This design comes from an exercise in tuning for small area and a short achievable clock period on the open sky130 flow, not from production work.
The RTL was checked by simulation tests, not by an equivalence proof against the original design.
No activity file was given, so power comes from the tool's default toggle rates.

### design.v
`timescale 1ns / 1ps
module smul(input wire [7:0] a, input wire [7:0] b, output wire [7:0] y);
  wire pp1 = a[0] & b[0];
  wire pp2 = a[0] & b[1];
  wire pp3 = a[0] & b[2];
  wire pp4 = a[0] & b[3];
  wire pp5 = a[0] & b[4];
  wire pp6 = a[0] & b[5];
  wire pp7 = a[0] & b[6];
  wire pp8 = a[0] & b[7];
  wire pp9 = a[1] & b[0];
  wire pp10 = a[1] & b[1];
  wire pp11 = a[1] & b[2];
  wire pp12 = a[1] & b[3];
  wire pp13 = a[1] & b[4];
  wire pp14 = a[1] & b[5];
  wire pp15 = a[1] & b[6];
  wire pp16 = a[2] & b[0];
  wire pp17 = a[2] & b[1];
  wire pp18 = a[2] & b[2];
  wire pp19 = a[2] & b[3];
  wire pp20 = a[2] & b[4];
  wire pp21 = a[2] & b[5];
  wire pp22 = a[3] & b[0];
  wire pp23 = a[3] & b[1];
  wire pp24 = a[3] & b[2];
  wire pp25 = a[3] & b[3];
  wire pp26 = a[3] & b[4];
  wire pp27 = a[4] & b[0];
  wire pp28 = a[4] & b[1];
  wire pp29 = a[4] & b[2];
  wire pp30 = a[4] & b[3];
  wire pp31 = a[5] & b[0];
  wire pp32 = a[5] & b[1];
  wire pp33 = a[5] & b[2];
  wire pp34 = a[6] & b[0];
  wire pp35 = a[6] & b[1];
  wire pp36 = a[7] & b[0];
  wire h39 = pp3 ^ pp10;
  wire s37 = h39 ^ pp16;
  wire c38 = h39 ? pp16 : pp3;
  wire h42 = pp4 ^ pp11;
  wire s40 = h42 ^ pp17;
  wire c41 = h42 ? pp17 : pp4;
  wire h45 = pp22 ^ c38;
  wire s43 = h45 ^ s40;
  wire c44 = h45 ? s40 : pp22;
  wire h48 = pp5 ^ pp12;
  wire s46 = h48 ^ pp18;
  wire c47 = h48 ? pp18 : pp5;
  wire h51 = pp23 ^ pp27;
  wire s49 = h51 ^ c41;
  wire c50 = h51 ? c41 : pp23;
  wire h54 = s46 ^ c44;
  wire s52 = h54 ^ s49;
  wire c53 = h54 ? s49 : s46;
  wire h57 = pp6 ^ pp13;
  wire s55 = h57 ^ pp19;
  wire c56 = h57 ? pp19 : pp6;
  wire h60 = pp24 ^ pp28;
  wire s58 = h60 ^ pp31;
  wire c59 = h60 ? pp31 : pp24;
  wire h63 = c47 ^ s55;
  wire s61 = h63 ^ s58;
  wire c62 = h63 ? s58 : c47;
  wire h66 = c50 ^ s61;
  wire s64 = h66 ^ c53;
  wire c65 = h66 ? c53 : c50;
  wire h69 = pp7 ^ pp14;
  wire s67 = h69 ^ pp20;
  wire c68 = h69 ? pp20 : pp7;
  wire h72 = pp25 ^ pp29;
  wire s70 = h72 ^ pp32;
  wire c71 = h72 ? pp32 : pp25;
  wire h75 = pp34 ^ c56;
  wire s73 = h75 ^ c59;
  wire c74 = h75 ? c59 : pp34;
  wire h78 = s67 ^ s70;
  wire s76 = h78 ^ c62;
  wire c77 = h78 ? c62 : s67;
  wire h81 = s73 ^ s76;
  wire s79 = h81 ^ c65;
  wire c80 = h81 ? c65 : s73;
  wire x82 = pp8 ^ pp15;
  wire x83 = pp21 ^ pp26;
  wire x84 = pp30 ^ pp33;
  wire x85 = pp35 ^ pp36;
  wire x86 = x82 ^ x83;
  wire x87 = x84 ^ x85;
  wire x88 = c68 ^ c71;
  wire x89 = x86 ^ x87;
  wire x90 = x88 ^ x89;
  wire x91 = c74 ^ x90;
  wire x92 = x91 ^ c77;
  wire x93 = x92 ^ c80;
  wire [7:0] rx = {x93, s79, s64, s52, s43, s37, pp2, pp1};
  wire [7:0] ry = {1'b0, 1'b0, 1'b0, 1'b0, 1'b0, 1'b0, pp9, 1'b0};
  assign y = rx + ry;
endmodule
module vdot_tree(input wire [63:0] a, input wire [63:0] b, output wire [7:0] y);
  wire pp1 = a[0] & b[0];
  wire pp2 = a[0] & b[1];
  wire pp3 = a[0] & b[2];
  wire pp4 = a[0] & b[3];
  wire pp5 = a[0] & b[4];
  wire pp6 = a[0] & b[5];
  wire pp7 = a[0] & b[6];
  wire pp8 = a[0] & b[7];
  wire pp9 = a[1] & b[0];
  wire pp10 = a[1] & b[1];
  wire pp11 = a[1] & b[2];
  wire pp12 = a[1] & b[3];
  wire pp13 = a[1] & b[4];
  wire pp14 = a[1] & b[5];
  wire pp15 = a[1] & b[6];
  wire pp16 = a[2] & b[0];
  wire pp17 = a[2] & b[1];
  wire pp18 = a[2] & b[2];
  wire pp19 = a[2] & b[3];
  wire pp20 = a[2] & b[4];
  wire pp21 = a[2] & b[5];
  wire pp22 = a[3] & b[0];
  wire pp23 = a[3] & b[1];
  wire pp24 = a[3] & b[2];
  wire pp25 = a[3] & b[3];
  wire pp26 = a[3] & b[4];
  wire pp27 = a[4] & b[0];
  wire pp28 = a[4] & b[1];
  wire pp29 = a[4] & b[2];
  wire pp30 = a[4] & b[3];
  wire pp31 = a[5] & b[0];
  wire pp32 = a[5] & b[1];
  wire pp33 = a[5] & b[2];
  wire pp34 = a[6] & b[0];
  wire pp35 = a[6] & b[1];
  wire pp36 = a[7] & b[0];
  wire pp37 = a[8] & b[8];
  wire pp38 = a[8] & b[9];
  wire pp39 = a[8] & b[10];
  wire pp40 = a[8] & b[11];
  wire pp41 = a[8] & b[12];
  wire pp42 = a[8] & b[13];
  wire pp43 = a[8] & b[14];
  wire pp44 = a[8] & b[15];
  wire pp45 = a[9] & b[8];
  wire pp46 = a[9] & b[9];
  wire pp47 = a[9] & b[10];
  wire pp48 = a[9] & b[11];
  wire pp49 = a[9] & b[12];
  wire pp50 = a[9] & b[13];
  wire pp51 = a[9] & b[14];
  wire pp52 = a[10] & b[8];
  wire pp53 = a[10] & b[9];
  wire pp54 = a[10] & b[10];
  wire pp55 = a[10] & b[11];
  wire pp56 = a[10] & b[12];
  wire pp57 = a[10] & b[13];
  wire pp58 = a[11] & b[8];
  wire pp59 = a[11] & b[9];
  wire pp60 = a[11] & b[10];
  wire pp61 = a[11] & b[11];
  wire pp62 = a[11] & b[12];
  wire pp63 = a[12] & b[8];
  wire pp64 = a[12] & b[9];
  wire pp65 = a[12] & b[10];
  wire pp66 = a[12] & b[11];
  wire pp67 = a[13] & b[8];
  wire pp68 = a[13] & b[9];
  wire pp69 = a[13] & b[10];
  wire pp70 = a[14] & b[8];
  wire pp71 = a[14] & b[9];
  wire pp72 = a[15] & b[8];
  wire pp73 = a[16] & b[16];
  wire pp74 = a[16] & b[17];
  wire pp75 = a[16] & b[18];
  wire pp76 = a[16] & b[19];
  wire pp77 = a[16] & b[20];
  wire pp78 = a[16] & b[21];
  wire pp79 = a[16] & b[22];
  wire pp80 = a[16] & b[23];
  wire pp81 = a[17] & b[16];
  wire pp82 = a[17] & b[17];
  wire pp83 = a[17] & b[18];
  wire pp84 = a[17] & b[19];
  wire pp85 = a[17] & b[20];
  wire pp86 = a[17] & b[21];
  wire pp87 = a[17] & b[22];
  wire pp88 = a[18] & b[16];
  wire pp89 = a[18] & b[17];
  wire pp90 = a[18] & b[18];
  wire pp91 = a[18] & b[19];
  wire pp92 = a[18] & b[20];
  wire pp93 = a[18] & b[21];
  wire pp94 = a[19] & b[16];
  wire pp95 = a[19] & b[17];
  wire pp96 = a[19] & b[18];
  wire pp97 = a[19] & b[19];
  wire pp98 = a[19] & b[20];
  wire pp99 = a[20] & b[16];
  wire pp100 = a[20] & b[17];
  wire pp101 = a[20] & b[18];
  wire pp102 = a[20] & b[19];
  wire pp103 = a[21] & b[16];
  wire pp104 = a[21] & b[17];
  wire pp105 = a[21] & b[18];
  wire pp106 = a[22] & b[16];
  wire pp107 = a[22] & b[17];
  wire pp108 = a[23] & b[16];
  wire pp109 = a[24] & b[24];
  wire pp110 = a[24] & b[25];
  wire pp111 = a[24] & b[26];
  wire pp112 = a[24] & b[27];
  wire pp113 = a[24] & b[28];
  wire pp114 = a[24] & b[29];
  wire pp115 = a[24] & b[30];
  wire pp116 = a[24] & b[31];
  wire pp117 = a[25] & b[24];
  wire pp118 = a[25] & b[25];
  wire pp119 = a[25] & b[26];
  wire pp120 = a[25] & b[27];
  wire pp121 = a[25] & b[28];
  wire pp122 = a[25] & b[29];
  wire pp123 = a[25] & b[30];
  wire pp124 = a[26] & b[24];
  wire pp125 = a[26] & b[25];
  wire pp126 = a[26] & b[26];
  wire pp127 = a[26] & b[27];
  wire pp128 = a[26] & b[28];
  wire pp129 = a[26] & b[29];
  wire pp130 = a[27] & b[24];
  wire pp131 = a[27] & b[25];
  wire pp132 = a[27] & b[26];
  wire pp133 = a[27] & b[27];
  wire pp134 = a[27] & b[28];
  wire pp135 = a[28] & b[24];
  wire pp136 = a[28] & b[25];
  wire pp137 = a[28] & b[26];
  wire pp138 = a[28] & b[27];
  wire pp139 = a[29] & b[24];
  wire pp140 = a[29] & b[25];
  wire pp141 = a[29] & b[26];
  wire pp142 = a[30] & b[24];
  wire pp143 = a[30] & b[25];
  wire pp144 = a[31] & b[24];
  wire pp145 = a[32] & b[32];
  wire pp146 = a[32] & b[33];
  wire pp147 = a[32] & b[34];
  wire pp148 = a[32] & b[35];
  wire pp149 = a[32] & b[36];
  wire pp150 = a[32] & b[37];
  wire pp151 = a[32] & b[38];
  wire pp152 = a[32] & b[39];
  wire pp153 = a[33] & b[32];
  wire pp154 = a[33] & b[33];
  wire pp155 = a[33] & b[34];
  wire pp156 = a[33] & b[35];
  wire pp157 = a[33] & b[36];
  wire pp158 = a[33] & b[37];
  wire pp159 = a[33] & b[38];
  wire pp160 = a[34] & b[32];
  wire pp161 = a[34] & b[33];
  wire pp162 = a[34] & b[34];
  wire pp163 = a[34] & b[35];
  wire pp164 = a[34] & b[36];
  wire pp165 = a[34] & b[37];
  wire pp166 = a[35] & b[32];
  wire pp167 = a[35] & b[33];
  wire pp168 = a[35] & b[34];
  wire pp169 = a[35] & b[35];
  wire pp170 = a[35] & b[36];
  wire pp171 = a[36] & b[32];
  wire pp172 = a[36] & b[33];
  wire pp173 = a[36] & b[34];
  wire pp174 = a[36] & b[35];
  wire pp175 = a[37] & b[32];
  wire pp176 = a[37] & b[33];
  wire pp177 = a[37] & b[34];
  wire pp178 = a[38] & b[32];
  wire pp179 = a[38] & b[33];
  wire pp180 = a[39] & b[32];
  wire pp181 = a[40] & b[40];
  wire pp182 = a[40] & b[41];
  wire pp183 = a[40] & b[42];
  wire pp184 = a[40] & b[43];
  wire pp185 = a[40] & b[44];
  wire pp186 = a[40] & b[45];
  wire pp187 = a[40] & b[46];
  wire pp188 = a[40] & b[47];
  wire pp189 = a[41] & b[40];
  wire pp190 = a[41] & b[41];
  wire pp191 = a[41] & b[42];
  wire pp192 = a[41] & b[43];
  wire pp193 = a[41] & b[44];
  wire pp194 = a[41] & b[45];
  wire pp195 = a[41] & b[46];
  wire pp196 = a[42] & b[40];
  wire pp197 = a[42] & b[41];
  wire pp198 = a[42] & b[42];
  wire pp199 = a[42] & b[43];
  wire pp200 = a[42] & b[44];
  wire pp201 = a[42] & b[45];
  wire pp202 = a[43] & b[40];
  wire pp203 = a[43] & b[41];
  wire pp204 = a[43] & b[42];
  wire pp205 = a[43] & b[43];
  wire pp206 = a[43] & b[44];
  wire pp207 = a[44] & b[40];
  wire pp208 = a[44] & b[41];
  wire pp209 = a[44] & b[42];
  wire pp210 = a[44] & b[43];
  wire pp211 = a[45] & b[40];
  wire pp212 = a[45] & b[41];
  wire pp213 = a[45] & b[42];
  wire pp214 = a[46] & b[40];
  wire pp215 = a[46] & b[41];
  wire pp216 = a[47] & b[40];
  wire pp217 = a[48] & b[48];
  wire pp218 = a[48] & b[49];
  wire pp219 = a[48] & b[50];
  wire pp220 = a[48] & b[51];
  wire pp221 = a[48] & b[52];
  wire pp222 = a[48] & b[53];
  wire pp223 = a[48] & b[54];
  wire pp224 = a[48] & b[55];
  wire pp225 = a[49] & b[48];
  wire pp226 = a[49] & b[49];
  wire pp227 = a[49] & b[50];
  wire pp228 = a[49] & b[51];
  wire pp229 = a[49] & b[52];
  wire pp230 = a[49] & b[53];
  wire pp231 = a[49] & b[54];
  wire pp232 = a[50] & b[48];
  wire pp233 = a[50] & b[49];
  wire pp234 = a[50] & b[50];
  wire pp235 = a[50] & b[51];
  wire pp236 = a[50] & b[52];
  wire pp237 = a[50] & b[53];
  wire pp238 = a[51] & b[48];
  wire pp239 = a[51] & b[49];
  wire pp240 = a[51] & b[50];
  wire pp241 = a[51] & b[51];
  wire pp242 = a[51] & b[52];
  wire pp243 = a[52] & b[48];
  wire pp244 = a[52] & b[49];
  wire pp245 = a[52] & b[50];
  wire pp246 = a[52] & b[51];
  wire pp247 = a[53] & b[48];
  wire pp248 = a[53] & b[49];
  wire pp249 = a[53] & b[50];
  wire pp250 = a[54] & b[48];
  wire pp251 = a[54] & b[49];
  wire pp252 = a[55] & b[48];
  wire pp253 = a[56] & b[56];
  wire pp254 = a[56] & b[57];
  wire pp255 = a[56] & b[58];
  wire pp256 = a[56] & b[59];
  wire pp257 = a[56] & b[60];
  wire pp258 = a[56] & b[61];
  wire pp259 = a[56] & b[62];
  wire pp260 = a[56] & b[63];
  wire pp261 = a[57] & b[56];
  wire pp262 = a[57] & b[57];
  wire pp263 = a[57] & b[58];
  wire pp264 = a[57] & b[59];
  wire pp265 = a[57] & b[60];
  wire pp266 = a[57] & b[61];
  wire pp267 = a[57] & b[62];
  wire pp268 = a[58] & b[56];
  wire pp269 = a[58] & b[57];
  wire pp270 = a[58] & b[58];
  wire pp271 = a[58] & b[59];
  wire pp272 = a[58] & b[60];
  wire pp273 = a[58] & b[61];
  wire pp274 = a[59] & b[56];
  wire pp275 = a[59] & b[57];
  wire pp276 = a[59] & b[58];
  wire pp277 = a[59] & b[59];
  wire pp278 = a[59] & b[60];
  wire pp279 = a[60] & b[56];
  wire pp280 = a[60] & b[57];
  wire pp281 = a[60] & b[58];
  wire pp282 = a[60] & b[59];
  wire pp283 = a[61] & b[56];
  wire pp284 = a[61] & b[57];
  wire pp285 = a[61] & b[58];
  wire pp286 = a[62] & b[56];
  wire pp287 = a[62] & b[57];
  wire pp288 = a[63] & b[56];
  wire s289 = pp1 ^ pp37 ^ pp73;
  wire c290 = (pp1 & pp37) | (pp1 & pp73) | (pp37 & pp73);
  wire s291 = pp109 ^ pp145 ^ pp181;
  wire c292 = (pp109 & pp145) | (pp109 & pp181) | (pp145 & pp181);
  wire s293 = pp217 ^ pp253 ^ s289;
  wire c294 = (pp217 & pp253) | (pp217 & s289) | (pp253 & s289);
  wire s295 = pp2 ^ pp9 ^ pp38;
  wire c296 = (pp2 & pp9) | (pp2 & pp38) | (pp9 & pp38);
  wire s297 = pp45 ^ pp74 ^ pp81;
  wire c298 = (pp45 & pp74) | (pp45 & pp81) | (pp74 & pp81);
  wire s299 = pp110 ^ pp117 ^ pp146;
  wire c300 = (pp110 & pp117) | (pp110 & pp146) | (pp117 & pp146);
  wire s301 = pp153 ^ pp182 ^ pp189;
  wire c302 = (pp153 & pp182) | (pp153 & pp189) | (pp182 & pp189);
  wire s303 = pp218 ^ pp225 ^ pp254;
  wire c304 = (pp218 & pp225) | (pp218 & pp254) | (pp225 & pp254);
  wire s305 = pp261 ^ c290 ^ c292;
  wire c306 = (pp261 & c290) | (pp261 & c292) | (c290 & c292);
  wire s307 = s295 ^ s297 ^ s299;
  wire c308 = (s295 & s297) | (s295 & s299) | (s297 & s299);
  wire h311 = s301 ^ s303;
  wire s309 = h311 ^ c294;
  wire c310 = h311 ? c294 : s301;
  wire h314 = s305 ^ s307;
  wire s312 = h314 ^ s309;
  wire c313 = h314 ? s309 : s305;
  wire s315 = pp3 ^ pp10 ^ pp16;
  wire c316 = (pp3 & pp10) | (pp3 & pp16) | (pp10 & pp16);
  wire s317 = pp39 ^ pp46 ^ pp52;
  wire c318 = (pp39 & pp46) | (pp39 & pp52) | (pp46 & pp52);
  wire s319 = pp75 ^ pp82 ^ pp88;
  wire c320 = (pp75 & pp82) | (pp75 & pp88) | (pp82 & pp88);
  wire s321 = pp111 ^ pp118 ^ pp124;
  wire c322 = (pp111 & pp118) | (pp111 & pp124) | (pp118 & pp124);
  wire s323 = pp147 ^ pp154 ^ pp160;
  wire c324 = (pp147 & pp154) | (pp147 & pp160) | (pp154 & pp160);
  wire s325 = pp183 ^ pp190 ^ pp196;
  wire c326 = (pp183 & pp190) | (pp183 & pp196) | (pp190 & pp196);
  wire s327 = pp219 ^ pp226 ^ pp232;
  wire c328 = (pp219 & pp226) | (pp219 & pp232) | (pp226 & pp232);
  wire s329 = pp255 ^ pp262 ^ pp268;
  wire c330 = (pp255 & pp262) | (pp255 & pp268) | (pp262 & pp268);
  wire s331 = c296 ^ c298 ^ c300;
  wire c332 = (c296 & c298) | (c296 & c300) | (c298 & c300);
  wire s333 = c302 ^ c304 ^ s315;
  wire c334 = (c302 & c304) | (c302 & s315) | (c304 & s315);
  wire s335 = s317 ^ s319 ^ s321;
  wire c336 = (s317 & s319) | (s317 & s321) | (s319 & s321);
  wire s337 = s323 ^ s325 ^ s327;
  wire c338 = (s323 & s325) | (s323 & s327) | (s325 & s327);
  wire h341 = s329 ^ c306;
  wire s339 = h341 ^ c308;
  wire c340 = h341 ? c308 : s329;
  wire h344 = s331 ^ s333;
  wire s342 = h344 ^ s335;
  wire c343 = h344 ? s335 : s331;
  wire h347 = s337 ^ c310;
  wire s345 = h347 ^ s339;
  wire c346 = h347 ? s339 : s337;
  wire h350 = s342 ^ c313;
  wire s348 = h350 ^ s345;
  wire c349 = h350 ? s345 : s342;
  wire s351 = pp4 ^ pp11 ^ pp17;
  wire c352 = (pp4 & pp11) | (pp4 & pp17) | (pp11 & pp17);
  wire s353 = pp22 ^ pp40 ^ pp47;
  wire c354 = (pp22 & pp40) | (pp22 & pp47) | (pp40 & pp47);
  wire s355 = pp53 ^ pp58 ^ pp76;
  wire c356 = (pp53 & pp58) | (pp53 & pp76) | (pp58 & pp76);
  wire s357 = pp83 ^ pp89 ^ pp94;
  wire c358 = (pp83 & pp89) | (pp83 & pp94) | (pp89 & pp94);
  wire s359 = pp112 ^ pp119 ^ pp125;
  wire c360 = (pp112 & pp119) | (pp112 & pp125) | (pp119 & pp125);
  wire s361 = pp130 ^ pp148 ^ pp155;
  wire c362 = (pp130 & pp148) | (pp130 & pp155) | (pp148 & pp155);
  wire s363 = pp161 ^ pp166 ^ pp184;
  wire c364 = (pp161 & pp166) | (pp161 & pp184) | (pp166 & pp184);
  wire s365 = pp191 ^ pp197 ^ pp202;
  wire c366 = (pp191 & pp197) | (pp191 & pp202) | (pp197 & pp202);
  wire s367 = pp220 ^ pp227 ^ pp233;
  wire c368 = (pp220 & pp227) | (pp220 & pp233) | (pp227 & pp233);
  wire s369 = pp238 ^ pp256 ^ pp263;
  wire c370 = (pp238 & pp256) | (pp238 & pp263) | (pp256 & pp263);
  wire s371 = pp269 ^ pp274 ^ c316;
  wire c372 = (pp269 & pp274) | (pp269 & c316) | (pp274 & c316);
  wire s373 = c318 ^ c320 ^ c322;
  wire c374 = (c318 & c320) | (c318 & c322) | (c320 & c322);
  wire s375 = c324 ^ c326 ^ c328;
  wire c376 = (c324 & c326) | (c324 & c328) | (c326 & c328);
  wire s377 = c330 ^ s351 ^ s353;
  wire c378 = (c330 & s351) | (c330 & s353) | (s351 & s353);
  wire s379 = s355 ^ s357 ^ s359;
  wire c380 = (s355 & s357) | (s355 & s359) | (s357 & s359);
  wire s381 = s361 ^ s363 ^ s365;
  wire c382 = (s361 & s363) | (s361 & s365) | (s363 & s365);
  wire h385 = s367 ^ s369;
  wire s383 = h385 ^ c332;
  wire c384 = h385 ? c332 : s367;
  wire h388 = c334 ^ c336;
  wire s386 = h388 ^ c338;
  wire c387 = h388 ? c338 : c334;
  wire h391 = s371 ^ s373;
  wire s389 = h391 ^ s375;
  wire c390 = h391 ? s375 : s371;
  wire h394 = s377 ^ s379;
  wire s392 = h394 ^ s381;
  wire c393 = h394 ? s381 : s377;
  wire h397 = c340 ^ s383;
  wire s395 = h397 ^ c343;
  wire c396 = h397 ? c343 : c340;
  wire h400 = s386 ^ s389;
  wire s398 = h400 ^ s392;
  wire c399 = h400 ? s392 : s386;
  wire h403 = c346 ^ s395;
  wire s401 = h403 ^ s398;
  wire c402 = h403 ? s398 : c346;
  wire s404 = pp5 ^ pp12 ^ pp18;
  wire c405 = (pp5 & pp12) | (pp5 & pp18) | (pp12 & pp18);
  wire s406 = pp23 ^ pp27 ^ pp41;
  wire c407 = (pp23 & pp27) | (pp23 & pp41) | (pp27 & pp41);
  wire s408 = pp48 ^ pp54 ^ pp59;
  wire c409 = (pp48 & pp54) | (pp48 & pp59) | (pp54 & pp59);
  wire s410 = pp63 ^ pp77 ^ pp84;
  wire c411 = (pp63 & pp77) | (pp63 & pp84) | (pp77 & pp84);
  wire s412 = pp90 ^ pp95 ^ pp99;
  wire c413 = (pp90 & pp95) | (pp90 & pp99) | (pp95 & pp99);
  wire s414 = pp113 ^ pp120 ^ pp126;
  wire c415 = (pp113 & pp120) | (pp113 & pp126) | (pp120 & pp126);
  wire s416 = pp131 ^ pp135 ^ pp149;
  wire c417 = (pp131 & pp135) | (pp131 & pp149) | (pp135 & pp149);
  wire s418 = pp156 ^ pp162 ^ pp167;
  wire c419 = (pp156 & pp162) | (pp156 & pp167) | (pp162 & pp167);
  wire s420 = pp171 ^ pp185 ^ pp192;
  wire c421 = (pp171 & pp185) | (pp171 & pp192) | (pp185 & pp192);
  wire s422 = pp198 ^ pp203 ^ pp207;
  wire c423 = (pp198 & pp203) | (pp198 & pp207) | (pp203 & pp207);
  wire s424 = pp221 ^ pp228 ^ pp234;
  wire c425 = (pp221 & pp228) | (pp221 & pp234) | (pp228 & pp234);
  wire s426 = pp239 ^ pp243 ^ pp257;
  wire c427 = (pp239 & pp243) | (pp239 & pp257) | (pp243 & pp257);
  wire s428 = pp264 ^ pp270 ^ pp275;
  wire c429 = (pp264 & pp270) | (pp264 & pp275) | (pp270 & pp275);
  wire s430 = pp279 ^ c352 ^ c354;
  wire c431 = (pp279 & c352) | (pp279 & c354) | (c352 & c354);
  wire s432 = c356 ^ c358 ^ c360;
  wire c433 = (c356 & c358) | (c356 & c360) | (c358 & c360);
  wire s434 = c362 ^ c364 ^ c366;
  wire c435 = (c362 & c364) | (c362 & c366) | (c364 & c366);
  wire s436 = c368 ^ c370 ^ s404;
  wire c437 = (c368 & c370) | (c368 & s404) | (c370 & s404);
  wire s438 = s406 ^ s408 ^ s410;
  wire c439 = (s406 & s408) | (s406 & s410) | (s408 & s410);
  wire s440 = s412 ^ s414 ^ s416;
  wire c441 = (s412 & s414) | (s412 & s416) | (s414 & s416);
  wire s442 = s418 ^ s420 ^ s422;
  wire c443 = (s418 & s420) | (s418 & s422) | (s420 & s422);
  wire s444 = s424 ^ s426 ^ s428;
  wire c445 = (s424 & s426) | (s424 & s428) | (s426 & s428);
  wire h448 = c372 ^ c374;
  wire s446 = h448 ^ c376;
  wire c447 = h448 ? c376 : c372;
  wire h451 = c378 ^ c380;
  wire s449 = h451 ^ c382;
  wire c450 = h451 ? c382 : c378;
  wire h454 = s430 ^ s432;
  wire s452 = h454 ^ s434;
  wire c453 = h454 ? s434 : s430;
  wire h457 = s436 ^ s438;
  wire s455 = h457 ^ s440;
  wire c456 = h457 ? s440 : s436;
  wire h460 = s442 ^ s444;
  wire s458 = h460 ^ c384;
  wire c459 = h460 ? c384 : s442;
  wire h463 = c387 ^ c390;
  wire s461 = h463 ^ s446;
  wire c462 = h463 ? s446 : c387;
  wire h466 = c393 ^ s449;
  wire s464 = h466 ^ s452;
  wire c465 = h466 ? s452 : c393;
  wire h469 = s455 ^ s458;
  wire s467 = h469 ^ c396;
  wire c468 = h469 ? c396 : s455;
  wire h472 = s461 ^ c399;
  wire s470 = h472 ^ s464;
  wire c471 = h472 ? s464 : s461;
  wire h475 = s467 ^ s470;
  wire s473 = h475 ^ c402;
  wire c474 = h475 ? c402 : s467;
  wire s476 = pp6 ^ pp13 ^ pp19;
  wire c477 = (pp6 & pp13) | (pp6 & pp19) | (pp13 & pp19);
  wire s478 = pp24 ^ pp28 ^ pp31;
  wire c479 = (pp24 & pp28) | (pp24 & pp31) | (pp28 & pp31);
  wire s480 = pp42 ^ pp49 ^ pp55;
  wire c481 = (pp42 & pp49) | (pp42 & pp55) | (pp49 & pp55);
  wire s482 = pp60 ^ pp64 ^ pp67;
  wire c483 = (pp60 & pp64) | (pp60 & pp67) | (pp64 & pp67);
  wire s484 = pp78 ^ pp85 ^ pp91;
  wire c485 = (pp78 & pp85) | (pp78 & pp91) | (pp85 & pp91);
  wire s486 = pp96 ^ pp100 ^ pp103;
  wire c487 = (pp96 & pp100) | (pp96 & pp103) | (pp100 & pp103);
  wire s488 = pp114 ^ pp121 ^ pp127;
  wire c489 = (pp114 & pp121) | (pp114 & pp127) | (pp121 & pp127);
  wire s490 = pp132 ^ pp136 ^ pp139;
  wire c491 = (pp132 & pp136) | (pp132 & pp139) | (pp136 & pp139);
  wire s492 = pp150 ^ pp157 ^ pp163;
  wire c493 = (pp150 & pp157) | (pp150 & pp163) | (pp157 & pp163);
  wire s494 = pp168 ^ pp172 ^ pp175;
  wire c495 = (pp168 & pp172) | (pp168 & pp175) | (pp172 & pp175);
  wire s496 = pp186 ^ pp193 ^ pp199;
  wire c497 = (pp186 & pp193) | (pp186 & pp199) | (pp193 & pp199);
  wire s498 = pp204 ^ pp208 ^ pp211;
  wire c499 = (pp204 & pp208) | (pp204 & pp211) | (pp208 & pp211);
  wire s500 = pp222 ^ pp229 ^ pp235;
  wire c501 = (pp222 & pp229) | (pp222 & pp235) | (pp229 & pp235);
  wire s502 = pp240 ^ pp244 ^ pp247;
  wire c503 = (pp240 & pp244) | (pp240 & pp247) | (pp244 & pp247);
  wire s504 = pp258 ^ pp265 ^ pp271;
  wire c505 = (pp258 & pp265) | (pp258 & pp271) | (pp265 & pp271);
  wire s506 = pp276 ^ pp280 ^ pp283;
  wire c507 = (pp276 & pp280) | (pp276 & pp283) | (pp280 & pp283);
  wire s508 = c405 ^ c407 ^ c409;
  wire c509 = (c405 & c407) | (c405 & c409) | (c407 & c409);
  wire s510 = c411 ^ c413 ^ c415;
  wire c511 = (c411 & c413) | (c411 & c415) | (c413 & c415);
  wire s512 = c417 ^ c419 ^ c421;
  wire c513 = (c417 & c419) | (c417 & c421) | (c419 & c421);
  wire s514 = c423 ^ c425 ^ c427;
  wire c515 = (c423 & c425) | (c423 & c427) | (c425 & c427);
  wire s516 = c429 ^ s476 ^ s478;
  wire c517 = (c429 & s476) | (c429 & s478) | (s476 & s478);
  wire s518 = s480 ^ s482 ^ s484;
  wire c519 = (s480 & s482) | (s480 & s484) | (s482 & s484);
  wire s520 = s486 ^ s488 ^ s490;
  wire c521 = (s486 & s488) | (s486 & s490) | (s488 & s490);
  wire s522 = s492 ^ s494 ^ s496;
  wire c523 = (s492 & s494) | (s492 & s496) | (s494 & s496);
  wire s524 = s498 ^ s500 ^ s502;
  wire c525 = (s498 & s500) | (s498 & s502) | (s500 & s502);
  wire h528 = s504 ^ s506;
  wire s526 = h528 ^ c431;
  wire c527 = h528 ? c431 : s504;
  wire h531 = c433 ^ c435;
  wire s529 = h531 ^ c437;
  wire c530 = h531 ? c437 : c433;
  wire h534 = c439 ^ c441;
  wire s532 = h534 ^ c443;
  wire c533 = h534 ? c443 : c439;
  wire h537 = c445 ^ s508;
  wire s535 = h537 ^ s510;
  wire c536 = h537 ? s510 : c445;
  wire h540 = s512 ^ s514;
  wire s538 = h540 ^ s516;
  wire c539 = h540 ? s516 : s512;
  wire h543 = s518 ^ s520;
  wire s541 = h543 ^ s522;
  wire c542 = h543 ? s522 : s518;
  wire h546 = s524 ^ c447;
  wire s544 = h546 ^ c450;
  wire c545 = h546 ? c450 : s524;
  wire h549 = c453 ^ s526;
  wire s547 = h549 ^ c456;
  wire c548 = h549 ? c456 : c453;
  wire h552 = s529 ^ s532;
  wire s550 = h552 ^ s535;
  wire c551 = h552 ? s535 : s529;
  wire h555 = s538 ^ s541;
  wire s553 = h555 ^ c459;
  wire c554 = h555 ? c459 : s538;
  wire h558 = c462 ^ c465;
  wire s556 = h558 ^ s544;
  wire c557 = h558 ? s544 : c462;
  wire h561 = s547 ^ s550;
  wire s559 = h561 ^ s553;
  wire c560 = h561 ? s553 : s547;
  wire h564 = c468 ^ s556;
  wire s562 = h564 ^ c471;
  wire c563 = h564 ? c471 : c468;
  wire h567 = s559 ^ s562;
  wire s565 = h567 ^ c474;
  wire c566 = h567 ? c474 : s559;
  wire s568 = pp7 ^ pp14 ^ pp20;
  wire c569 = (pp7 & pp14) | (pp7 & pp20) | (pp14 & pp20);
  wire s570 = pp25 ^ pp29 ^ pp32;
  wire c571 = (pp25 & pp29) | (pp25 & pp32) | (pp29 & pp32);
  wire s572 = pp34 ^ pp43 ^ pp50;
  wire c573 = (pp34 & pp43) | (pp34 & pp50) | (pp43 & pp50);
  wire s574 = pp56 ^ pp61 ^ pp65;
  wire c575 = (pp56 & pp61) | (pp56 & pp65) | (pp61 & pp65);
  wire s576 = pp68 ^ pp70 ^ pp79;
  wire c577 = (pp68 & pp70) | (pp68 & pp79) | (pp70 & pp79);
  wire s578 = pp86 ^ pp92 ^ pp97;
  wire c579 = (pp86 & pp92) | (pp86 & pp97) | (pp92 & pp97);
  wire s580 = pp101 ^ pp104 ^ pp106;
  wire c581 = (pp101 & pp104) | (pp101 & pp106) | (pp104 & pp106);
  wire s582 = pp115 ^ pp122 ^ pp128;
  wire c583 = (pp115 & pp122) | (pp115 & pp128) | (pp122 & pp128);
  wire s584 = pp133 ^ pp137 ^ pp140;
  wire c585 = (pp133 & pp137) | (pp133 & pp140) | (pp137 & pp140);
  wire s586 = pp142 ^ pp151 ^ pp158;
  wire c587 = (pp142 & pp151) | (pp142 & pp158) | (pp151 & pp158);
  wire s588 = pp164 ^ pp169 ^ pp173;
  wire c589 = (pp164 & pp169) | (pp164 & pp173) | (pp169 & pp173);
  wire s590 = pp176 ^ pp178 ^ pp187;
  wire c591 = (pp176 & pp178) | (pp176 & pp187) | (pp178 & pp187);
  wire s592 = pp194 ^ pp200 ^ pp205;
  wire c593 = (pp194 & pp200) | (pp194 & pp205) | (pp200 & pp205);
  wire s594 = pp209 ^ pp212 ^ pp214;
  wire c595 = (pp209 & pp212) | (pp209 & pp214) | (pp212 & pp214);
  wire s596 = pp223 ^ pp230 ^ pp236;
  wire c597 = (pp223 & pp230) | (pp223 & pp236) | (pp230 & pp236);
  wire s598 = pp241 ^ pp245 ^ pp248;
  wire c599 = (pp241 & pp245) | (pp241 & pp248) | (pp245 & pp248);
  wire s600 = pp250 ^ pp259 ^ pp266;
  wire c601 = (pp250 & pp259) | (pp250 & pp266) | (pp259 & pp266);
  wire s602 = pp272 ^ pp277 ^ pp281;
  wire c603 = (pp272 & pp277) | (pp272 & pp281) | (pp277 & pp281);
  wire s604 = pp284 ^ pp286 ^ c477;
  wire c605 = (pp284 & pp286) | (pp284 & c477) | (pp286 & c477);
  wire s606 = c479 ^ c481 ^ c483;
  wire c607 = (c479 & c481) | (c479 & c483) | (c481 & c483);
  wire s608 = c485 ^ c487 ^ c489;
  wire c609 = (c485 & c487) | (c485 & c489) | (c487 & c489);
  wire s610 = c491 ^ c493 ^ c495;
  wire c611 = (c491 & c493) | (c491 & c495) | (c493 & c495);
  wire s612 = c497 ^ c499 ^ c501;
  wire c613 = (c497 & c499) | (c497 & c501) | (c499 & c501);
  wire s614 = c503 ^ c505 ^ c507;
  wire c615 = (c503 & c505) | (c503 & c507) | (c505 & c507);
  wire s616 = s568 ^ s570 ^ s572;
  wire c617 = (s568 & s570) | (s568 & s572) | (s570 & s572);
  wire s618 = s574 ^ s576 ^ s578;
  wire c619 = (s574 & s576) | (s574 & s578) | (s576 & s578);
  wire s620 = s580 ^ s582 ^ s584;
  wire c621 = (s580 & s582) | (s580 & s584) | (s582 & s584);
  wire s622 = s586 ^ s588 ^ s590;
  wire c623 = (s586 & s588) | (s586 & s590) | (s588 & s590);
  wire s624 = s592 ^ s594 ^ s596;
  wire c625 = (s592 & s594) | (s592 & s596) | (s594 & s596);
  wire s626 = s598 ^ s600 ^ s602;
  wire c627 = (s598 & s600) | (s598 & s602) | (s600 & s602);
  wire h630 = c509 ^ c511;
  wire s628 = h630 ^ c513;
  wire c629 = h630 ? c513 : c509;
  wire h633 = c515 ^ c517;
  wire s631 = h633 ^ c519;
  wire c632 = h633 ? c519 : c515;
  wire h636 = c521 ^ c523;
  wire s634 = h636 ^ c525;
  wire c635 = h636 ? c525 : c521;
  wire h639 = s604 ^ s606;
  wire s637 = h639 ^ s608;
  wire c638 = h639 ? s608 : s604;
  wire h642 = s610 ^ s612;
  wire s640 = h642 ^ s614;
  wire c641 = h642 ? s614 : s610;
  wire h645 = s616 ^ s618;
  wire s643 = h645 ^ s620;
  wire c644 = h645 ? s620 : s616;
  wire h648 = s622 ^ s624;
  wire s646 = h648 ^ s626;
  wire c647 = h648 ? s626 : s622;
  wire h651 = c527 ^ c530;
  wire s649 = h651 ^ c533;
  wire c650 = h651 ? c533 : c527;
  wire h654 = c536 ^ s628;
  wire s652 = h654 ^ c539;
  wire c653 = h654 ? c539 : c536;
  wire h657 = c542 ^ s631;
  wire s655 = h657 ^ s634;
  wire c656 = h657 ? s634 : c542;
  wire h660 = s637 ^ s640;
  wire s658 = h660 ^ s643;
  wire c659 = h660 ? s643 : s637;
  wire h663 = s646 ^ c545;
  wire s661 = h663 ^ c548;
  wire c662 = h663 ? c548 : s646;
  wire h666 = c551 ^ s649;
  wire s664 = h666 ^ s652;
  wire c665 = h666 ? s652 : c551;
  wire h669 = s655 ^ s658;
  wire s667 = h669 ^ c554;
  wire c668 = h669 ? c554 : s655;
  wire h672 = c557 ^ s661;
  wire s670 = h672 ^ s664;
  wire c671 = h672 ? s664 : c557;
  wire h675 = c560 ^ s667;
  wire s673 = h675 ^ c563;
  wire c674 = h675 ? c563 : c560;
  wire h678 = s670 ^ s673;
  wire s676 = h678 ^ c566;
  wire c677 = h678 ? c566 : s670;
  wire x679 = pp8 ^ pp15;
  wire x680 = pp21 ^ pp26;
  wire x681 = pp30 ^ pp33;
  wire x682 = pp35 ^ pp36;
  wire x683 = pp44 ^ pp51;
  wire x684 = pp57 ^ pp62;
  wire x685 = pp66 ^ pp69;
  wire x686 = pp71 ^ pp72;
  wire x687 = pp80 ^ pp87;
  wire x688 = pp93 ^ pp98;
  wire x689 = pp102 ^ pp105;
  wire x690 = pp107 ^ pp108;
  wire x691 = pp116 ^ pp123;
  wire x692 = pp129 ^ pp134;
  wire x693 = pp138 ^ pp141;
  wire x694 = pp143 ^ pp144;
  wire x695 = pp152 ^ pp159;
  wire x696 = pp165 ^ pp170;
  wire x697 = pp174 ^ pp177;
  wire x698 = pp179 ^ pp180;
  wire x699 = pp188 ^ pp195;
  wire x700 = pp201 ^ pp206;
  wire x701 = pp210 ^ pp213;
  wire x702 = pp215 ^ pp216;
  wire x703 = pp224 ^ pp231;
  wire x704 = pp237 ^ pp242;
  wire x705 = pp246 ^ pp249;
  wire x706 = pp251 ^ pp252;
  wire x707 = pp260 ^ pp267;
  wire x708 = pp273 ^ pp278;
  wire x709 = pp282 ^ pp285;
  wire x710 = pp287 ^ pp288;
  wire x711 = x679 ^ x680;
  wire x712 = x681 ^ x682;
  wire x713 = x683 ^ x684;
  wire x714 = x685 ^ x686;
  wire x715 = x687 ^ x688;
  wire x716 = x689 ^ x690;
  wire x717 = x691 ^ x692;
  wire x718 = x693 ^ x694;
  wire x719 = x695 ^ x696;
  wire x720 = x697 ^ x698;
  wire x721 = x699 ^ x700;
  wire x722 = x701 ^ x702;
  wire x723 = x703 ^ x704;
  wire x724 = x705 ^ x706;
  wire x725 = x707 ^ x708;
  wire x726 = x709 ^ x710;
  wire x727 = c569 ^ c571;
  wire x728 = c573 ^ c575;
  wire x729 = c577 ^ c579;
  wire x730 = c581 ^ c583;
  wire x731 = c585 ^ c587;
  wire x732 = c589 ^ c591;
  wire x733 = c593 ^ c595;
  wire x734 = c597 ^ c599;
  wire x735 = c601 ^ c603;
  wire x736 = x711 ^ x712;
  wire x737 = x713 ^ x714;
  wire x738 = x715 ^ x716;
  wire x739 = x717 ^ x718;
  wire x740 = x719 ^ x720;
  wire x741 = x721 ^ x722;
  wire x742 = x723 ^ x724;
  wire x743 = x725 ^ x726;
  wire x744 = x727 ^ x728;
  wire x745 = x729 ^ x730;
  wire x746 = x731 ^ x732;
  wire x747 = x733 ^ x734;
  wire x748 = x735 ^ x736;
  wire x749 = x737 ^ x738;
  wire x750 = x739 ^ x740;
  wire x751 = x741 ^ x742;
  wire x752 = x743 ^ c605;
  wire x753 = c607 ^ c609;
  wire x754 = c611 ^ c613;
  wire x755 = c615 ^ c617;
  wire x756 = c619 ^ c621;
  wire x757 = c623 ^ c625;
  wire x758 = c627 ^ x744;
  wire x759 = x745 ^ x746;
  wire x760 = x747 ^ x748;
  wire x761 = x749 ^ x750;
  wire x762 = x751 ^ x752;
  wire x763 = x753 ^ x754;
  wire x764 = x755 ^ x756;
  wire x765 = x757 ^ x758;
  wire x766 = x759 ^ x760;
  wire x767 = x761 ^ c629;
  wire x768 = c632 ^ c635;
  wire x769 = c638 ^ c641;
  wire x770 = x762 ^ x763;
  wire x771 = c644 ^ c647;
  wire x772 = x764 ^ x765;
  wire x773 = x766 ^ x767;
  wire x774 = x768 ^ x769;
  wire x775 = x770 ^ x771;
  wire x776 = x772 ^ c650;
  wire x777 = x773 ^ c653;
  wire x778 = c656 ^ x774;
  wire x779 = c659 ^ x775;
  wire x780 = x776 ^ x777;
  wire x781 = x778 ^ x779;
  wire x782 = c662 ^ x780;
  wire x783 = c665 ^ x781;
  wire x784 = x782 ^ x783;
  wire x785 = c668 ^ c671;
  wire x786 = x784 ^ x785;
  wire x787 = c674 ^ x786;
  wire x788 = x787 ^ c677;
  wire [7:0] rx = {x788, s676, s565, s473, c349, s348, s312, s291};
  wire [7:0] ry = {1'b0, 1'b0, 1'b0, 1'b0, s401, 1'b0, 1'b0, s293};
  assign y = rx + ry;
endmodule
`timescale 1ns / 1ps
module CPU( input clk,
	input rst,
	input wire [31:0] inst,
	input wire [63:0]	main_memory_input_data_path,
	output reg[63:0] main_memory_output_data_path,
	output wire[31:0] pc_inst_addr,
	output wire		Vector_Write_Access,
	output wire		Memory_Write_Access,
	output wire		Load_Vector_Flag,
	output wire 		Load_Word_Flag,
	output wire[11:0]	Main_Memory_Address
	);
	wire [5:0] op  = inst[31:26];
	wire [4:0] rd  = inst[25:21];
	wire [4:0] rs1 = inst[20:16];
	wire [4:0] rs2 = inst[15:11];
	wire [7:0] imm = inst[15:8];
	wire [63:0] mem = main_memory_input_data_path;
	wire op_add  = op == 6'b000000;
	wire op_sub  = op == 6'b000001;
	wire op_mul  = op == 6'b000010;
	wire op_and  = op == 6'b000100;
	wire op_or   = op == 6'b000101;
	wire op_xor  = op == 6'b000110;
	wire op_sll  = op == 6'b001000;
	wire op_srl  = op == 6'b001001;
	wire op_slt  = op == 6'b001010;
	wire op_seq  = op == 6'b001011;
	wire op_addi = op == 6'b001101;
	wire op_andi = op == 6'b001110;
	wire op_xori = op == 6'b001111;
	wire op_slti = op == 6'b101000;
	wire op_vadd = op == 6'b010000;
	wire op_vsub = op == 6'b010001;
	wire op_vdot = op == 6'b010010;
	wire op_lw   = op == 6'b100101;
	wire op_lv   = op == 6'b101101;
	wire op_sw   = op == 6'b100110;
	wire op_sv   = op == 6'b101110;
	wire op_rar  = op == 6'b101111;
	wire op_raw  = op == 6'b101100;
	wire op_beq  = op == 6'b100011;
	wire op_bgt  = op == 6'b011111;
	wire op_jmp  = op == 6'b110000;
	assign Load_Word_Flag      = op_lw | op_rar;
	assign Load_Vector_Flag    = op_lv | op_rar;
	assign Memory_Write_Access = op_sw | op_raw;
	assign Vector_Write_Access = op_sv | op_raw;
	assign Main_Memory_Address = inst[11:0];
	wire imm_sel = op_addi | op_andi | op_xori | op_slti | op_beq | op_bgt;
	wire s_we = op_add | op_sub | op_mul | op_and | op_or | op_xor | op_sll | op_srl |
	            op_slt | op_seq | op_addi | op_andi | op_xori | op_slti | op_lw;
	wire v_we = op_vadd | op_vsub | op_vdot | op_lv;
	reg [7:0]  R [0:30];
	reg [63:0] V [0:2];
	reg [31:0] T;
	reg [31:0] PC;
	assign pc_inst_addr = PC;
	wire [255:0] rf;
	genvar g;
	generate
		for (g = 0; g < 31; g = g + 1) begin : rf_flat
			assign rf[8*g +: 8] = R[g];
		end
	endgenerate
	assign rf[255:248] = 8'd0;
	function [7:0] rdmux(input [255:0] x, input [4:0] s);
		reg [63:0] l1;
		reg [15:0] l2;
		integer q;
		begin
			for (q = 0; q < 8; q = q + 1)
				case (s[1:0])
					2'd0: l1[8*q +: 8] = x[32*q +: 8];
					2'd1: l1[8*q +: 8] = x[32*q + 8 +: 8];
					2'd2: l1[8*q +: 8] = x[32*q + 16 +: 8];
					default: l1[8*q +: 8] = x[32*q + 24 +: 8];
				endcase
			for (q = 0; q < 2; q = q + 1)
				case (s[3:2])
					2'd0: l2[8*q +: 8] = l1[32*q +: 8];
					2'd1: l2[8*q +: 8] = l1[32*q + 8 +: 8];
					2'd2: l2[8*q +: 8] = l1[32*q + 16 +: 8];
					default: l2[8*q +: 8] = l1[32*q + 24 +: 8];
				endcase
			rdmux = s[4] ? l2[15:8] : l2[7:0];
		end
	endfunction
	wire [7:0] A = rdmux(rf, rs1);
	wire [7:0] B = rdmux(rf, rs2);
	wire nva = op_sw | op_raw;
	wire [63:0] VA = (V[0] & {64{rs1 == 5'd0 && !nva}}) |
	                 (V[1] & {64{rs1 == 5'd1 && !nva}}) |
	                 (V[2] & {64{rs1 == 5'd2 && !nva}});
	wire [63:0] VB = (V[0] & {64{rs2 == 5'd0}}) |
	                 (V[1] & {64{rs2 == 5'd1}}) |
	                 (V[2] & {64{rs2 == 5'd2}});
	always @(*) begin
		main_memory_output_data_path = VA;
		main_memory_output_data_path[7:0] = VA[7:0] | (A & {8{op_sw}}) | (PC[7:0] & {8{op_raw}});
		main_memory_output_data_path[31:8] = VA[31:8] | (PC[31:8] & {24{op_raw}});
	end
	wire [7:0] B2 = imm_sel ? imm : B;
	wire do_sub = !(op_add | op_addi);
	wire [7:0] b2x = B2 ^ {8{do_sub}};
	reg [8:0] dc;
	reg [7:0] diff;
	integer d;
	always @(*) begin
		dc[0] = do_sub;
		for (d = 0; d < 8; d = d + 1) begin
			diff[d] = A[d] ^ b2x[d] ^ dc[d];
			dc[d+1] = (A[d] ^ b2x[d]) ? dc[d] : A[d];
		end
	end
	wire lt = !dc[8];                 
	wire eq = (A == B2);
	wire [7:0] prod;
	smul u_mul(.a(A), .b(B), .y(prod));
	wire [7:0] shl = (B[7:3] != 5'd0) ? 8'd0 : (A << B[2:0]);
	wire [7:0] shr = (B[7:3] != 5'd0) ? 8'd0 : (A >> B[2:0]);
	reg [7:0] alu;
	always @(*) begin
		alu = 8'd0;
		if (op_add | op_addi | op_sub) alu = diff;
		if (op_mul)                    alu = prod;
		if (op_and | op_andi)          alu = A & B2;
		if (op_or)                     alu = A | B2;
		if (op_xor | op_xori)          alu = A ^ B2;
		if (op_sll)                    alu = shl;
		if (op_srl)                    alu = shr;
		if (op_slt | op_slti)          alu = {7'd0, lt};
		if (op_seq)                    alu = {7'd0, eq};
	end
	wire [7:0] s_wdata = op_lw ? mem[7:0] : alu;
	reg [63:0] vaddsub;
	wire [7:0] dot;
	vdot_tree u_dot(.a(VA), .b(VB), .y(dot));
	integer k, m;
	reg [8:0] cy;
	reg [7:0] bb;
	always @(*) begin
		for (k = 0; k < 8; k = k + 1) begin
			bb = VB[8*k +: 8] ^ {8{op_vsub}};
			cy[0] = op_vsub;
			for (m = 0; m < 8; m = m + 1) begin
				vaddsub[8*k+m] = VA[8*k+m] ^ bb[m] ^ cy[m];
				cy[m+1] = (VA[8*k+m] ^ bb[m]) ? cy[m] : VA[8*k+m];
			end
		end
	end
	wire [63:0] v_wdata = op_lv ? mem : (op_vdot ? {56'd0, dot} : vaddsub);
	wire taken = (op_beq & !eq) | (op_bgt & !lt & !eq);
	always @(posedge clk) begin
		if (rst) PC <= 32'd0;
		else if (op_jmp) PC <= {6'd0, inst[25:0]};
		else if (taken) PC <= T;
		else PC <= PC + 32'd4;
	end
	always @(posedge clk)
		if (op_rar) T <= mem[31:0];
	integer j;
	always @(posedge clk) begin
		for (j = 0; j < 31; j = j + 1)
			if (s_we && rd == j) R[j] <= s_wdata;
		for (j = 0; j < 3; j = j + 1)
			if (v_we && rd == j) V[j] <= v_wdata;
	end
endmodule
### flow/run.sh
#!/bin/bash
set -euo pipefail
bash standard.sh "BUFFER_PORTS_ARGS=-buffer_cell sky130_fd_sc_hd__buf_2" \
  "CTS_ARGS=-sink_clustering_enable -repair_clock_nets -dont_use_dummy_load -buf_list {sky130_fd_sc_hd__clkbuf_2 sky130_fd_sc_hd__clkbuf_4 sky130_fd_sc_hd__clkbuf_8}" \
  finish > standard_flow.log 2>&1
### standard.sh
#!/bin/bash
# synth_recipe.tcl (not shown) runs the flow's synth.tcl, then flattens the netlist and writes it again
# the make line also repeats each setting of config.mk as NAME=value (left out here)
make -C /OpenROAD-flow-scripts/flow DESIGN_CONFIG=/design/flow/config.mk WORK_HOME=/design/flow/orfs CLKGATE_MAP_FILE= SYNTH_SCRIPT=/design/flow/synth_recipe.tcl "${@:-finish}"
### config.mk
export PLATFORM = sky130hd
export DESIGN_NAME = CPU
export DESIGN_NICKNAME = CPU
export VERILOG_FILES = /design/flow/design.v
export SDC_FILE = /design/flow/constraint.sdc
export NUM_CORES = 4
export LEC_CHECK = 0
export ABC_AREA = 1
export CAP_MARGIN = 20
export CORE_MARGIN = 2
export CORE_UTILIZATION = 40
export SETUP_SLACK_MARGIN = 5
export SLEW_MARGIN = 20
export TNS_END_PERCENT = 30
### constraint.sdc
create_clock -name core_clock -period 12.0 [get_ports {clk}]
set_input_delay 2.4000 -clock core_clock [delete_from_list [all_inputs] [get_ports {clk}]]
set_output_delay 2.4000 -clock core_clock [all_outputs]
set_load 0.01 [all_outputs]
==> impl_metrics.env, run 1 <==
export IMPL_finalWirelength_mm=148.0
export IMPL_synth_flop_cell="edfxtp_1"
export IMPL_setup_tns_ps=0
export IMPL_dp_hpwl_mm=98.35
export IMPL_ctsHoldBuffers=0
export IMPL_maxCapViolCount=0
export IMPL_chipWidth_um=309.5
export IMPL_antenna_found_initial=11
export IMPL_core_area_um2=92910
export IMPL_cp_common_cell="nand2_1"
export IMPL_cp_max_fo=8
export IMPL_die_area_um2=95810
export IMPL_dp_cells=6020
export IMPL_place_gp_congestion=0.9669
export IMPL_grt_max_degree=65
export IMPL_numPortBuffers=209
export IMPL_synth_edf_count=472
export IMPL_grt_pass1_wl_mm=212.3
export IMPL_powerDensity_nw_per_um2=93.23
export IMPL_combinationalPowerShare=0.204
export IMPL_num_vias=35190
export IMPL_slowest_stage="fa_1"
export IMPL_slew_headroom=0.2720
export IMPL_placedInstanceArea_um2=39590
export IMPL_rsz0062_at_grt="true"
export IMPL_stdcell_count=6312
export IMPL_swShare=0.3065
export IMPL_synth_top_cells_by_count="nand2_1 (1614), inv_1 (502), edfxtp_1 (472)"
export IMPL_startpoint_type="input pin"
export IMPL_finalHoldViolCount=0
export IMPL_io_pins=210
export IMPL_holdWs_ps=469.4
export IMPL_setup_viol=0
export IMPL_finalPower_mw=4.149
export IMPL_finalCriticalPeriod_ps=7193
export IMPL_drcViolationCount=0
export IMPL_synth_top_area_share=0.3796
export IMPL_cpPeakStageDelay_ps=550
export IMPL_wire_per_inst_um=23.45
export IMPL_initial_core_util=0.4019
export IMPL_avgSynthCellArea_um2=7.979
export IMPL_ir_drop_mv=0.06844
export IMPL_final_seq_area_um2=14810
export IMPL_drv_slew=0
export IMPL_antenna_left=0
export IMPL_netlist_top_cells_area="edfxtp_1 (38%), nand2_1 (16%), fa_1 (6.2%)"
export IMPL_syn_to_final_growth_pct=19.17
export IMPL_utilization=0.4789
export IMPL_fin_ws_ps=4807
export IMPL_p_int_mw=2.877
export IMPL_seqPwrFrac=0.473
export IMPL_skew_ps=108.0
export IMPL_clock_sinks=504
export IMPL_synth_distinct_cells=70
export IMPL_cts_buffers=91
export IMPL_status="timing/DRC/antenna clean"
export IMPL_tightest_slew_ps=1088
export IMPL_yosysMostFrequentCell="nand2_1"
export IMPL_drive_gt1_frac=0.1939
export IMPL_postSynth_asyncResetShare=0
export IMPL_fp_row_count=112
export IMPL_syn_area_um2=37340
export IMPL_design_area_um2=44500
export IMPL_nFillCells=8801
export IMPL_ys_ff_latch=504
export IMPL_crit_type="in2reg"
export IMPL_clockPowerShare=0.324
export IMPL_multi_input_area_um2=20940
export IMPL_track_usage=0.3007
export IMPL_place_ws_ps=2213
export IMPL_max_freq_mhz=139.0
export IMPL_ys_seq_area_frac=0.3967
export IMPL_cts_root_buffer="clkbuf_8"
export IMPL_endpoint_kind="register"
export IMPL_crit_arrival_ps=7550
export IMPL_yosysWarnings=3
export IMPL_required_ps=12360
export IMPL_grt_overflow=0
export IMPL_drt_iter0_markers=4144
export IMPL_leakagePower_nw=19.37
export IMPL_dieHeight_um=309.5
export IMPL_dr_pass1_iters=8
export IMPL_synth_top_area_cell="edfxtp_1"
export IMPL_path_clk_slew_ps=50
export IMPL_fin_crit_sh=0.5995
export IMPL_nNetsFinal=5291
export IMPL_htreeDepth=3
export IMPL_grt_pass1_vias=32950
export IMPL_cts_tree="yes"
export IMPL_clockBufferDepth=3
export IMPL_vias_per_cell=5.575
export IMPL_clock_latency_ps=730
export IMPL_synthesis_nets=4915
export IMPL_synthCells=4680
export IMPL_hp_class="reg2reg"
export IMPL_p_switching_mw=1.272
[logic make-up (layout without fill, tap and decap cells)]
kind of cell,after synthesis,after routing,synth area share
AND/OR/NAND/NOR,2388,2392,0.2734
buffers and inverters,703,1073,0.08343
AO/OA/AOI/OAI,617,617,0.09794
flip-flops,504,504,0.3967
XOR/XNOR,324,324,0.07760
adder cells (fa/ha/maj),141,141,0.07010
multiplexers,3,3,0.0008042
other,0,4,0
[timing repair]
action	CTS	global route
gates resized for setup	244	184
pin swaps	84	99
endpoints found under the setup margin	374	181
setup buffers	105	64
cloned	23	5
[sequential cells by signal, summed over array words and instances, names as in the netlist]
signal,cells
T,32
PC,32
V,192
R,248
[critical path: cells and delay by family]
family | cells | cell delay (ps)
buffers and inverters | 10 | 860
and+or+nand+nor | 26 | 2570
xor gates and xnor gates | 2 | 350
adders and majority gates | 2 | 1060
AOI/OAI and AO/OA | 2 | 240
[routing by layer]
layer	up-vias	GRT usage	part of all wire
li1	15940	-	-
met1	16860	0.3986	0.39
met2	1998	0.4769	0.45
met3	385	0.05950	0.11
met4	2	0.1322	0.047
met5	-	0	0.000047
[power by group through the flow]
stage | clock, mW | sequential (mW) | combinational (mW)
6_report | 1.34 | 1.96 | 0.845
5_1_grt | 1.42 | 1.96 | 0.912
4_1_cts | 1.35 | 1.96 | 0.792
3_5_place_dp | 0 | 2.00 | 0.724
3_3_place_gp | 0 | 2.00 | 0.717
2_1_floorplan | 0 | 1.99 | 0.487
[cells in the final DEF, fill, tap and decap left out, types with 70 or more instances in the layout]
cell type and n:
buf_4 177, edfxtp_1 472, a21oi_1 120, buf_2 197
xnor2_1 91, nor2_1 235, inv_1 466, nand2_2 70
nand2_1 1541, xor2_1 207, nand3_1 283, fa_1 92
o21ai_0 232, clkbuf_8 91
[worst paths after layout]
| kind | startpoint | cells past startpoint | end | slack [ps] |
|---|---|---|---|---|
| worst max register to register | V[2][2] | 34 | V[0][7] | 7070 |
| worst min register to register | T[30] | 2 | PC[30] | 470 |
| worst max-delay path | inst[26] | 42 | V[0][7] | 4810 |
| worst min-delay path | T[30] | 2 | PC[30] | 470 |
[area by class of cell]
cell class / instances / area share
sequential: 504 / 0.3329
multi-input combinational: 3477 / 0.4705
tap: 1254 / 0.03526
timing repair buffer: 433 / 0.07952
clock buffer: 91 / 0.02815
antenna: 4 / 0.0002249
timing repair inverter: 10 / 0.003965
inverter: 539 / 0.04943
==> inputs of run 2 (changes only) <==
--- a/config.mk
+++ b/config.mk
@@ -10,5 +10,5 @@
 export CORE_MARGIN = 2
 export CORE_UTILIZATION = 40
+export PLACE_DENSITY = 0.5
 export SETUP_SLACK_MARGIN = 5
 export SLEW_MARGIN = 20
-export TNS_END_PERCENT = 30
==> run 2 against run 1 <==
Effect of this change:
- total power up 1.1%
- utilization up 0.81 points
- first-iteration DRC count decreased by 14%
- hold slack worse by 79 ps
- combinational power increased by 2%
- fmax grew 0.21%
- sequential cell count is the same
- sequential share of layout area shrank 0.56 points
- sequential power about the same
- via count is 1.1% lower
- clock power about the same
- global-route usage rose by 1.4 points
- largest power group unchanged
- highest routed layer unchanged
==> impl_metrics.env, run 2 <==
export IMPL_crit_arrival_ps=7720
export IMPL_drt_iter0_markers=3569
export IMPL_synth_edf_count=472
export IMPL_most_common_layout_cells="nand2_1 (1520), edfxtp_1 (472), inv_1 (460), nand3_1 (283), o21ai_0 (233)"
export IMPL_cpPeakStageDelay_ps=580
export IMPL_place_gp_congestion=1.005
export IMPL_dp_cells=6025
export IMPL_utilization=0.4871
export IMPL_synthXorXnorAreaFrac=0.07760
export IMPL_synth_compound_area_frac=0.09794
export IMPL_grt_pass1_wl_mm=218.6
export IMPL_track_usage=0.3149
export IMPL_endpoint_kind="register"
export IMPL_clock_latency_ps=810
export IMPL_clockBufferDepth=3
export IMPL_min_path_cells=2
export IMPL_rsz0062_at_grt="true"
export IMPL_avgSynthCellArea_um2=7.979
export IMPL_dp_hpwl_mm=103.4
export IMPL_top_regs="R x248, V x192"
export IMPL_chipWidth_um=309.5
export IMPL_core_area_um2=92910
export IMPL_grt_pass1_vias=31970
export IMPL_numPortBuffers=209
export IMPL_setup_viol=0
export IMPL_finalWirelength_mm=154.3
export IMPL_drv_slew=0
export IMPL_dieHeight_um=309.5
export IMPL_num_vias=34800
export IMPL_max_freq_mhz=139.3
export IMPL_antenna_left=0
export IMPL_drcViolationCount=0
export IMPL_synth_top_family_by_area="simple AND/OR/NAND/NOR gates"
export IMPL_status="timing/DRC/antenna clean"
export IMPL_fp_row_count=112
export IMPL_powerDensity_nw_per_um2=92.71
export IMPL_setup_tns_ps=0
export IMPL_synth_adder_area_share=0.07010
export IMPL_synthCells=4680
export IMPL_startpoint_type="input pin"
export IMPL_skew_ps=155.9
export IMPL_cts_tree="yes"
export IMPL_grt_overflow=0
export IMPL_antenna_found_initial=4
export IMPL_cp_common_cell="nand2_2"
export IMPL_synth_top_area_cell="edfxtp_1"
export IMPL_cts_buffers=94
export IMPL_stdcell_count=6350
export IMPL_maxCapViolCount=0
export IMPL_die_area_um2=95810
export IMPL_reg2reg_depth=32
export IMPL_yosysWarnings=3
export IMPL_mostFrequentLayoutCell="nand2_1"
export IMPL_grt_max_degree=64
export IMPL_drive_gt1_frac=0.2119
export IMPL_ir_drop_mv=0.08831
export IMPL_synth_mux_area_frac=0.0008042
export IMPL_largest_reg_flops=248
export IMPL_leakagePower_nw=19.71
export IMPL_slowest_stage="fa_2"
export IMPL_slew_headroom=0.1835
export IMPL_synth_top_cells_by_count="nand2_1 (1614), inv_1 (502), edfxtp_1 (472)"
export IMPL_syn_area_um2=37340
export IMPL_cp_max_fo=10
export IMPL_syn_to_final_growth_pct=21.19
export IMPL_cts_root_buffer="clkbuf_8"
export IMPL_postSynth_asyncResetShare=0
export IMPL_synthesis_nets=4915
export IMPL_synth_flop_cell="edfxtp_1"
export IMPL_synth_distinct_cells=70
export IMPL_ys_seq_area_frac=0.3967
export IMPL_clock_sinks=504
export IMPL_io_pins=210
export IMPL_htreeDepth=3
export IMPL_finalHoldViolCount=0
export IMPL_required_ps=12540
export IMPL_finalCriticalPeriod_ps=7178
export IMPL_initial_core_util=0.4019
export IMPL_ys_ff_latch=504
export IMPL_crit_type="in2reg"
export IMPL_path_clk_slew_ps=60
export IMPL_hp_class="reg2reg"
export IMPL_synthSimpleGateAreaFrac=0.2734
export IMPL_yosysMostFrequentCell="nand2_1"
export IMPL_fin_crit_sh=0.5982
export IMPL_tightest_slew_ps=1220
export IMPL_nNetsFinal=5330
export IMPL_synth_top_area_share=0.3796
export IMPL_vias_per_cell=5.480
export IMPL_dr_pass1_iters=6
export IMPL_netlist_top_cells_area="edfxtp_1 (38%), nand2_1 (16%), fa_1 (6.2%)"
export IMPL_wire_per_inst_um=24.31
export IMPL_largest_register="R"
## run 2: cell counts after synthesis
No cell type changed its count.
## run 2: repair_timing
item                       in CTS  in global routing
gates cloned                   22                  5
pin swaps                     110                 90
setup endpoints to repair     437                204
gates resized for setup       299                207
buffers inserted              136                 64
hold buffers                    0                  0
## run 2: where the power goes
group,leakage (nW),total [mW],internal (mW),switching [mW]
Combinational,14.4,0.860,0.272,0.588
Clock,0.676,1.37,0.683,0.691
Sequential,4.63,1.96,1.95,0.00793
## run 2: critical path, delay by kind of cell
| family | cells | cell delay [ps] |
|---|---|---|
| AND/OR/NAND/NOR | 21 | 2140 |
| adder cells (fa/ha/maj) | 3 | 1570 |
| buffers and inverters | 11 | 1060 |
| AO/OA/AOI/OAI | 2 | 300 |
| XOR/XNOR | 1 | 210 |
## run 2: worst paths after layout
kind | start | to | slack, ps
min reg2reg | T[27] | PC[27] | 390
max reg2reg | V[2][2] | V[2][7] | 7060
max | inst[17] | V[2][7] | 4820
min | T[27] | PC[27] | 390
## run 2: metal layers
layer	part of all wire	global-route usage	vias up	routed length [um]
met1	0.46	0.4765	16820	70410
met2	0.42	0.4590	1719	64680
met4	0.026	0.08467	2	3992
met3	0.099	0.05622	244	15260
li1	-	-	16020	-
met5	0.000084	0	-	13
## run 2: cell families after synthesis
kind of cell / Yosys count
mux: 3
flops: 504
compound gates: 617
xor+xnor: 324
simple gates: 2388
buf+inv: 703
fa+ha+maj: 141
## run 2: cell type report
type / instances / area [um2]
tap: 1254 / 1569
fill: 9211 / 47660
timing repair buffer: 473 / 4071
inverter: 539 / 2231
timing repair inverter: 6 / 102.6
multi-input combinational: 3477 / 21160
antenna: 3 / 7.507
clock buffer: 94 / 1294
sequential: 504 / 14810
## run 2: metrics by stage
step                cell area [um2]  setup slack, ps  hold slack (ps)  power [mW]
global route                  45250             4590            409.2       4.341
CTS                           43800             4966            386.2       4.153
global placement              39610             2264            479.7       2.726
floorplan                     37700             4840            467.6       2.482
finish                        45250             4822            390.1       4.195
detailed placement            39610             2161            480.7       2.729

[separate check: timing with driven ports]
The results above use ideal ports. As a check the final layouts listed here were re-extracted and re-timed, cells and wires unchanged.
Step 1, drivers: a clkbuf_16 drives clk and a buf_2 each remaining input, both assumed.
Step 2, shift: input delay + t, output delay - t, t = (earliest + latest rising clock arrival at the registers) / 2. This alone moves slack from input paths to output paths.
Slacks: no drivers / after step 1 / after step 2; pairs: no drivers / after step 1.
run | t, ns | slack for setup (ns) | latest minus earliest clock arrival (ns) | worst register clock-pin slew, ns
run 1 | 0.748 | 4.807 / 4.796 / 4.087 | 0.118 / 0.119 | 0.06 / 0.06
run 2 | 0.801 | 4.822 / 4.837 / 4.036 | 0.158 / 0.159 | 0.06 / 0.06
After both steps setup and hold are still met in every run listed. For run 2, which loses most, drivers alone change the setup slack by +0.015 ns; drivers and shift together by -0.786 ns.
